Source: an optimization exercise on an open RTL-to-GDS flow (aim: small area). Production flows keep margins and buffers that such runs may drop.
No functional check of the RTL was part of this run.
Power and IR drop assume default switching activity.

File: flow/run.sh
#!/bin/bash
# synth_recipe.tcl (not shown) runs the flow's synth.tcl, then flattens the netlist and writes it again
# the make line also repeats each setting of config.mk as NAME=value (left out here)
make -C /OpenROAD-flow-scripts/flow DESIGN_CONFIG=/design/flow/config.mk WORK_HOME=/design/flow/orfs CLKGATE_MAP_FILE= SYNTH_SCRIPT=/design/flow/synth_recipe.tcl finish
File: flow/config.mk
export PLATFORM = sky130hd
export DESIGN_NAME = digital_lock
export DESIGN_NICKNAME = digital_lock
export VERILOG_FILES = /design/flow/design.v
export SDC_FILE = /design/flow/constraint.sdc
export NUM_CORES = 4
export LEC_CHECK = 0
export CAP_MARGIN = 20
export CORE_MARGIN = 2
export CORE_UTILIZATION = 40
export SLEW_MARGIN = 20
File: flow/constraint.sdc
create_clock -name core_clock -period 10.0 [get_ports {clock}]
set_input_delay 2.0000 -clock core_clock [delete_from_list [all_inputs] [get_ports {clock}]]
set_output_delay 2.0000 -clock core_clock [all_outputs]
set_load 0.01 [all_outputs]
File: flow/design.v
module digital_lock #(
	parameter	width = 4,
	parameter	tick_cycles = 250
)(
	input				clock,
	input				reset,
	input		[3:0]	key,
	output	reg	[6:0]	HEX0,
	output	reg	[6:0]	HEX1,
	output	reg	[6:0]	HEX2,
	output	reg	[6:0]	HEX3,
	output	reg	[6:0]	HEX4,
	output	reg	[6:0]	HEX5,
	output	reg			LOCK_STATE,
	output	reg			UNLOCK_STATE,
	output	reg			ORIGIN_STATE,
	output	reg			SECOND_STATE,
	output	reg			THIRD_STATE
);
localparam	UNLOCKED	= 3'd0;
localparam	ORIGIN		= 3'd1;
localparam	SECOND		= 3'd2;
localparam	THIRD		= 3'd3;
localparam	LOCKED		= 3'd4;
localparam	LOCKING		= 3'd6;
localparam	UNLOCKING	= 3'd7;
reg	[2:0]	state;
reg	[3:0]	key_last;
reg	[7:0]	counter;		 
reg	[2:0]	t_h;			 
reg	[2:0]	cnt_o, cnt_s, cnt_u;	 
reg	[7:0]	pw_o, pw_s, pw_u;	 
reg			s_e, t_e;
reg	[3:0]	shown;			 
wire	[3:0]	press = key_last & ~key;
wire			any_press = |press;
wire	[1:0]	digit = press[0] ? 2'd0 : press[1] ? 2'd1 : press[2] ? 2'd2 : 2'd3;
wire			tick = (counter == tick_cycles - 1);
wire			in_o = (state == ORIGIN);
wire			in_s = (state == SECOND);
wire			in_u = (state == THIRD);
wire			in_entry = in_o | in_s | in_u;
wire	[2:0]	cnt = in_o ? cnt_o : in_s ? cnt_s : cnt_u;
wire			confirm = (cnt == 3'd4) & press[1];
wire			timeout = t_h[2] & t_h[1];
wire			enter = ~confirm & ~timeout & any_press;	 
wire			show = ~timeout & ~any_press;				 
wire	[2:0]	cnt_inc = (cnt == 3'd7) ? 3'd7 : cnt + 3'd1;
always @(posedge clock) begin
	key_last	<= key;
	if (!reset) begin
		cnt_o	<= 3'd0;
		cnt_s	<= 3'd0;
		cnt_u	<= 3'd0;
	end
	else if (in_entry) begin
		if (confirm) begin
			if (in_o) cnt_o <= 3'd0;
			if (in_s) cnt_s <= 3'd0;
			if (in_u) cnt_u <= 3'd0;
		end
		else if (enter) begin
			if (in_o) cnt_o <= cnt_inc;
			if (in_s) cnt_s <= cnt_inc;
			if (in_u) cnt_u <= cnt_inc;
		end
	end
	if (in_entry & enter & ~cnt[2]) begin
		if (in_o) pw_o[2*cnt[1:0] +: 2] <= digit;
		if (in_s) pw_s[2*cnt[1:0] +: 2] <= digit;
		if (in_u) pw_u[2*cnt[1:0] +: 2] <= digit;
	end
	if (!in_entry | confirm)
		t_h		<= 3'd0;
	else if (tick)
		t_h		<= t_h + 3'd1;
	if (!reset | tick)
		counter	<= 8'd0;
	else
		counter	<= counter + 8'd1;
	if (!in_entry | confirm)
		shown	<= 4'b0000;
	else if (show) begin
		case (cnt)
			3'd1: shown[0] <= 1'b1;
			3'd2: shown[1] <= 1'b1;
			3'd3: shown[2] <= 1'b1;
			3'd4: shown[3] <= 1'b1;
			3'd7: shown <= 4'b0000;
			default: ;
		endcase
	end
	LOCK_STATE		<= !reset | (state == LOCKED);
	UNLOCK_STATE	<= !reset | (state == UNLOCKED);
	ORIGIN_STATE	<= !reset | in_o;
	SECOND_STATE	<= !reset | in_s | (state == LOCKING);
	THIRD_STATE		<= !reset | in_u | (state == UNLOCKING);
	if (!reset) begin
		state	<= UNLOCKED;
		s_e		<= 1'b0;
		t_e		<= 1'b0;
	end
	else case (state)
		UNLOCKED: if (press[0]) begin
			state	<= ORIGIN;
			s_e		<= 1'b0;
		end
		LOCKED: if (press[3])
			state	<= THIRD;
		ORIGIN: if (confirm)
			state	<= SECOND;
		else if (timeout)
			state	<= UNLOCKED;
		SECOND: if (confirm)
			state	<= LOCKING;
		else if (timeout)
			state	<= UNLOCKED;
		THIRD: if (confirm)
			state	<= UNLOCKING;
		else if (timeout)
			state	<= LOCKED;
		LOCKING: if (pw_o == pw_s)
			state	<= LOCKED;
		else begin
			state	<= UNLOCKED;
			s_e		<= 1'b1;
		end
		UNLOCKING: if (pw_u == pw_o)
			state	<= UNLOCKED;
		else begin
			state	<= LOCKED;
			t_e		<= 1'b1;
		end
		default: state	<= UNLOCKED;
	endcase
end
wire		msg_u = UNLOCK_STATE & (state == UNLOCKED);	 
wire		msg_l = LOCK_STATE & (state == LOCKED);		 
wire	[7:0]	pw_shown = ORIGIN_STATE ? pw_o : SECOND_STATE ? pw_s : pw_u;
function [6:0] seg;
	input [1:0] d;
	case (d)
		2'd0:	seg = 7'b1111001;
		2'd1:	seg = 7'b0100100;
		2'd2:	seg = 7'b0110000;
		default: seg = 7'b0011001;
	endcase
endfunction
always @(*) begin
	if ((msg_u & s_e) | (msg_l & t_e)) begin
		HEX5 = 7'b0000110;
		HEX4 = 7'b0101111;
		HEX3 = 7'b0101111;
		HEX2 = 7'b0100011;
		HEX1 = 7'b0101111;
		HEX0 = 7'b1111111;
	end
	else if (msg_u) begin
		HEX5 = 7'b1000001;
		HEX4 = 7'b0101011;
		HEX3 = 7'b1000111;
		HEX2 = 7'b0100011;
		HEX1 = 7'b0100111;
		HEX0 = 7'b0000101;
	end
	else if (msg_l) begin
		HEX5 = 7'b1000111;
		HEX4 = 7'b0100011;
		HEX3 = 7'b0100111;
		HEX2 = 7'b0000101;
		HEX1 = 7'b1111111;
		HEX0 = 7'b1111111;
	end
	else begin
		HEX5 = shown[0] ? seg(pw_shown[1:0]) : 7'b1111111;
		HEX4 = shown[1] ? seg(pw_shown[3:2]) : 7'b1111111;
		HEX3 = shown[2] ? seg(pw_shown[5:4]) : 7'b1111111;
		HEX2 = shown[3] ? seg(pw_shown[7:6]) : 7'b1111111;
		HEX1 = 7'b1111111;
		HEX0 = 7'b1111111;
	end
end
endmodule
==> summary.md <==
| Metric | Value |
|---|---|
| # Max-Cap Violations | `0` |
| Status | `finished clean` |
| Final slew viol count | `0` |
| Critical Path RT | `8.00 ns` |
| Slowest CP cell | `dfxtp_1` |
| Post-route insts no fill | `~600` |
| First-pass GRT wire length | `approximately 15,000 µm` |
| Vias | `3,129` |
| Hold_sp | `counter[0]$_SDFF_PP0_` |
| VDD IR-drop max | `0.0755 mV` |
| CTS buffer count | `9` |
| Std-Cell Rows | `36` |
| Post-DP HPWL | `6980 µm` |
| Final period util | `between 40% and 50%` |
| Slowest stage delay, CP | `0.61 ns` |
| Core area | `0.00964 mm²` |
| Share of layout cells above drive strength 1 | `7.87%` |
| Worst hold path depth | `1` |
| RSZ-0062 raised after global routing | `no` |
| P&R area growth vs syn | `17.5%` |
| Final WS setup | `5.31 ns` |
| Post-route ant nets | `0` |
| Buffers on Ports | `46` |
| Vias in the first global route | `a little under 3,000` |
| YS warnings | `1` |
| Drt wl/cell | `15.1 µm` |
| Die Wd | `103 µm` |
| CTS Buffer Depth | `2` |
| Starting density of the core | `around two fifths` |
| Number of synthesized flops with an enable pin | `24` |
| Flops & latches, synth | `62` |
| PwrDens | `126 mW/mm²` |
| Syn_area_per_cell | `9.13 µm²` |
| Total negative slack | `0 ns` |
| Seq/Total Area, Yosys | `38.0%` |
| Post-Route Skew | `0.0107 ns` |
| Final nets | `497` |
| Die area | `0.0106 mm²` |
| Worst slack, placed | `5.53 ns` |
| Hold crit path type | `reg2reg` |
| CTS H-Tree Depth | `3` |
| Clk root buf | `clkbuf_8` |
| Fin crit period | `4.69 ns` |
| Worst-Skew Late Latency | `0.34 ns` |
| Residual DRC | `0` |
| FMAX | `between 200 and 250 MHz` |
| Reg-to-reg critical path startpoint | `state[0]$_SDFFE_PN0P_` |
| Leakage power | `1.92 nW` |
| Top FF cell, synth | `dfxtp_1` |
| Crit path launch type | `flop` |
| CTS tree | `yes` |
| Global route overflow | `0` |
| Crit path kind | `reg2out` |
| Vias per cell | `5.19` |
| DRT Wirelength | `between 9000 and 10,000 µm` |
| Tot GR Track Use | `18.2%` |
| Final setup violation count | `0` |
| Initial antenna violation count | `0` |
| Hold-fix buffers, CTS | `0` |
| Critical Path Fanout Max | `16` |
| Slew @ Worst Pin | `1.06 ns` |
| Post-CTS sizing | `0` |
| Ys async rst share | `0%` |
| Post-CTS Setup Bufs | `0` |
| Worst setup path startpoint | `state[1]$_SDFFE_PN0P_` |
| Netlist Area Pre-Place | `0.00390 mm²` |
| Synth Instances | `427` |
| Largest net degree at the start of global routing | `22` |
| Critical Path AT | `~2.7 ns` |
| TritonRoute pass-1 iters | `4` |
| # IOs | `53` |
| Initial drt markers | `177` |
| CP endpoint kind | `output pin` |
| Final hold vios | `0` |
| Chip height | `a little over 100 µm` |
| Rel. slew slack | `~29%` |
| CP cell instances | `nor2_1 > and3_2 > a21oi_1 > o31a_1 > clkdlybuf4s50_1` |
| Worst r2r path cells | `11` |
| GPL Wtd Cong | `0.882` |
| Number of diodes | `0` |
| Post-synth cell types | `between 60 and 70` |
| Clock-pin transition on the worst setup and hold timing paths | `approximately 0.070 ns` |
| DP Cell Count | `587` |
| Clock Sink Count | `62` |
[cell type report]
type                    count  area (µm²)
repair buffers             46         460
fillers                   969        5060
inverters                  34         130
multi-input cells         312        2160
clock inverters             6        52.6
clock buffers              10         128
well taps                 133         166
flip-flops and latches     62        1480
[worst max-delay path: cells and delay by family (launching register included)]
family	cells	cell delay (ns)
compound gates	2	0.60
simple gates	2	0.59
buf+inv	1	0.54
flops	1	0.61
[cell usage in the layout, fill, tap and decap left out, types with 3 or more instances in the layout]
cell / synthesis / final
o21a_1: 10 / 10
ha_1: 26 / 26
inv_1: 33 / 33
a31oi_1: 3 / 3
nand4_1: 6 / 6
o21ai_0: 24 / 24
nor4_1: 4 / 4
dfxtp_1: 38 / 38
mux2i_1: 12 / 12
xor2_1: 19 / 19
nor2_1: 29 / 29
nand2b_1: 8 / 8
clkbuf_8: 0 / 9
clkdlybuf4s50_1: 0 / 46
conb_1: 1 / 6
a21oi_1: 19 / 19
xnor2_1: 5 / 5
and2_1: 4 / 4
nand2_1: 47 / 47
nor3_1: 8 / 6
edfxtp_1: 24 / 24
clkinv_2: 0 / 3
nor2b_1: 8 / 8
a21o_1: 12 / 12
nand3_1: 11 / 11
[Yosys cell counts, types with 3 or more instances]
| cell type | n | area (µm²) |
|---|---|---|
| a21o_1 | 12 | 90.1 |
| a21oi_1 | 19 | 95.1 |
| a31oi_1 | 3 | 18.8 |
| and2_1 | 4 | 25.0 |
| buf_2 | 3 | 15.0 |
| buf_4 | 12 | 90.1 |
| clkbuf_1 | 6 | 22.5 |
| dfxtp_1 | 38 | 761 |
| edfxtp_1 | 24 | 721 |
| ha_1 | 26 | 325 |
| inv_1 | 33 | 124 |
| mux2i_1 | 12 | 120 |
| nand2_1 | 47 | 176 |
| nand2b_1 | 8 | 50.1 |
| nand3_1 | 11 | 55.1 |
| nand4_1 | 6 | 37.5 |
| nor2_1 | 29 | 109 |
| nor2b_1 | 8 | 50.1 |
| nor3_1 | 8 | 40.0 |
| nor4_1 | 4 | 25.0 |
| o21a_1 | 10 | 75.1 |
| o21ai_0 | 24 | 120 |
| xnor2_1 | 5 | 43.8 |
| xor2_1 | 19 | 166 |
[final timing paths]
kind | to | slack (ns)
hold reg to reg | counter[0]$_SDFF_PP0_ | 0.47
setup / recovery | HEX2[2] | 5.31
hold / removal | counter[0]$_SDFF_PP0_ | 0.47
setup reg to reg | cnt_u[0]$_SDFFE_PN0P_ | 6.74
[flip-flops by register name, summed over array words and instances (netlist names), 4 cells and up]
name / count
counter: 8
pw_s: 8
pw_o: 8
shown: 4
pw_u: 8
key_last: 4
[power breakdown]
group	leakage (nW)	switching (mW)	internal (mW)
combinational	1.29	0.0518	0.0445
clock	0.0949	0.0945	0.112
sequential	0.528	0.00793	0.269
total	1.92	0.154	0.425
[layer usage]
metal | GRT usage (%) | vias to the layer above | wire [µm]
met5 | 0 | - | 0
met4 | 8.10 | 0 | 221
met1 | 25.3 | 1507 | 4560
met3 | 2.58 | 15 | 318
met2 | 28.1 | 61 | 4010
li1 | - | 1546 | -
[cell families after synthesis]
kind of cell | share of synthesized area [%]
adder cells (fa/ha/maj) | 8.34
other | 0.0962
AO/OA/AOI/OAI | 18.4
buffers and inverters | 7.31
flip-flops | 38.0
AND/OR/NAND/NOR | 19.4
multiplexers | 3.08
XOR/XNOR | 5.39
[through the flow]
step / hold slack, ns / power (mW) / cell area (µm²) / utilization, %
2_1_floorplan: 0.433 / 0.344 / 3920 / -
3_5_place_dp: 0.460 / 0.378 / 4390 / 45.5
3_3_place_gp: 0.446 / 0.376 / 4390 / 45.5
5_1_grt: 0.497 / 0.605 / 4580 / 47.5
4_1_cts: 0.474 / 0.584 / 4570 / 47.4
6_report: 0.466 / 0.579 / 4580 / 47.5

==> re-timing with driven ports <==
Ports are ideal in the flow. The routed layout listed here was re-timed in OpenROAD.
Step 1 sets driving cells, clkbuf_16 on the clock port and buf_2 on the other inputs (assumed; they add their load-dependent delay and slew).
Step 2 adds t to the input delays and takes it off the output delays; t is the mean of the earliest and latest rising clock arrival at the registers after step 1. Input paths then give back, and output paths get back, about the clock's delay inside the block.
Slacks: no drivers / after step 1 / after step 2; pairs: no drivers / after step 1.
shift t [ns]: 0.368
setup slack, ns: 5.307 / 5.277 / 5.592
worst setup path at the end: input to register
clock arrival spread, ns: 0.011 / 0.011
cell pins on the clock port's net: 1
After both steps setup and hold are still met in this run. For this run, drivers alone change the setup slack by -0.030 ns; drivers and shift together by +0.285 ns.
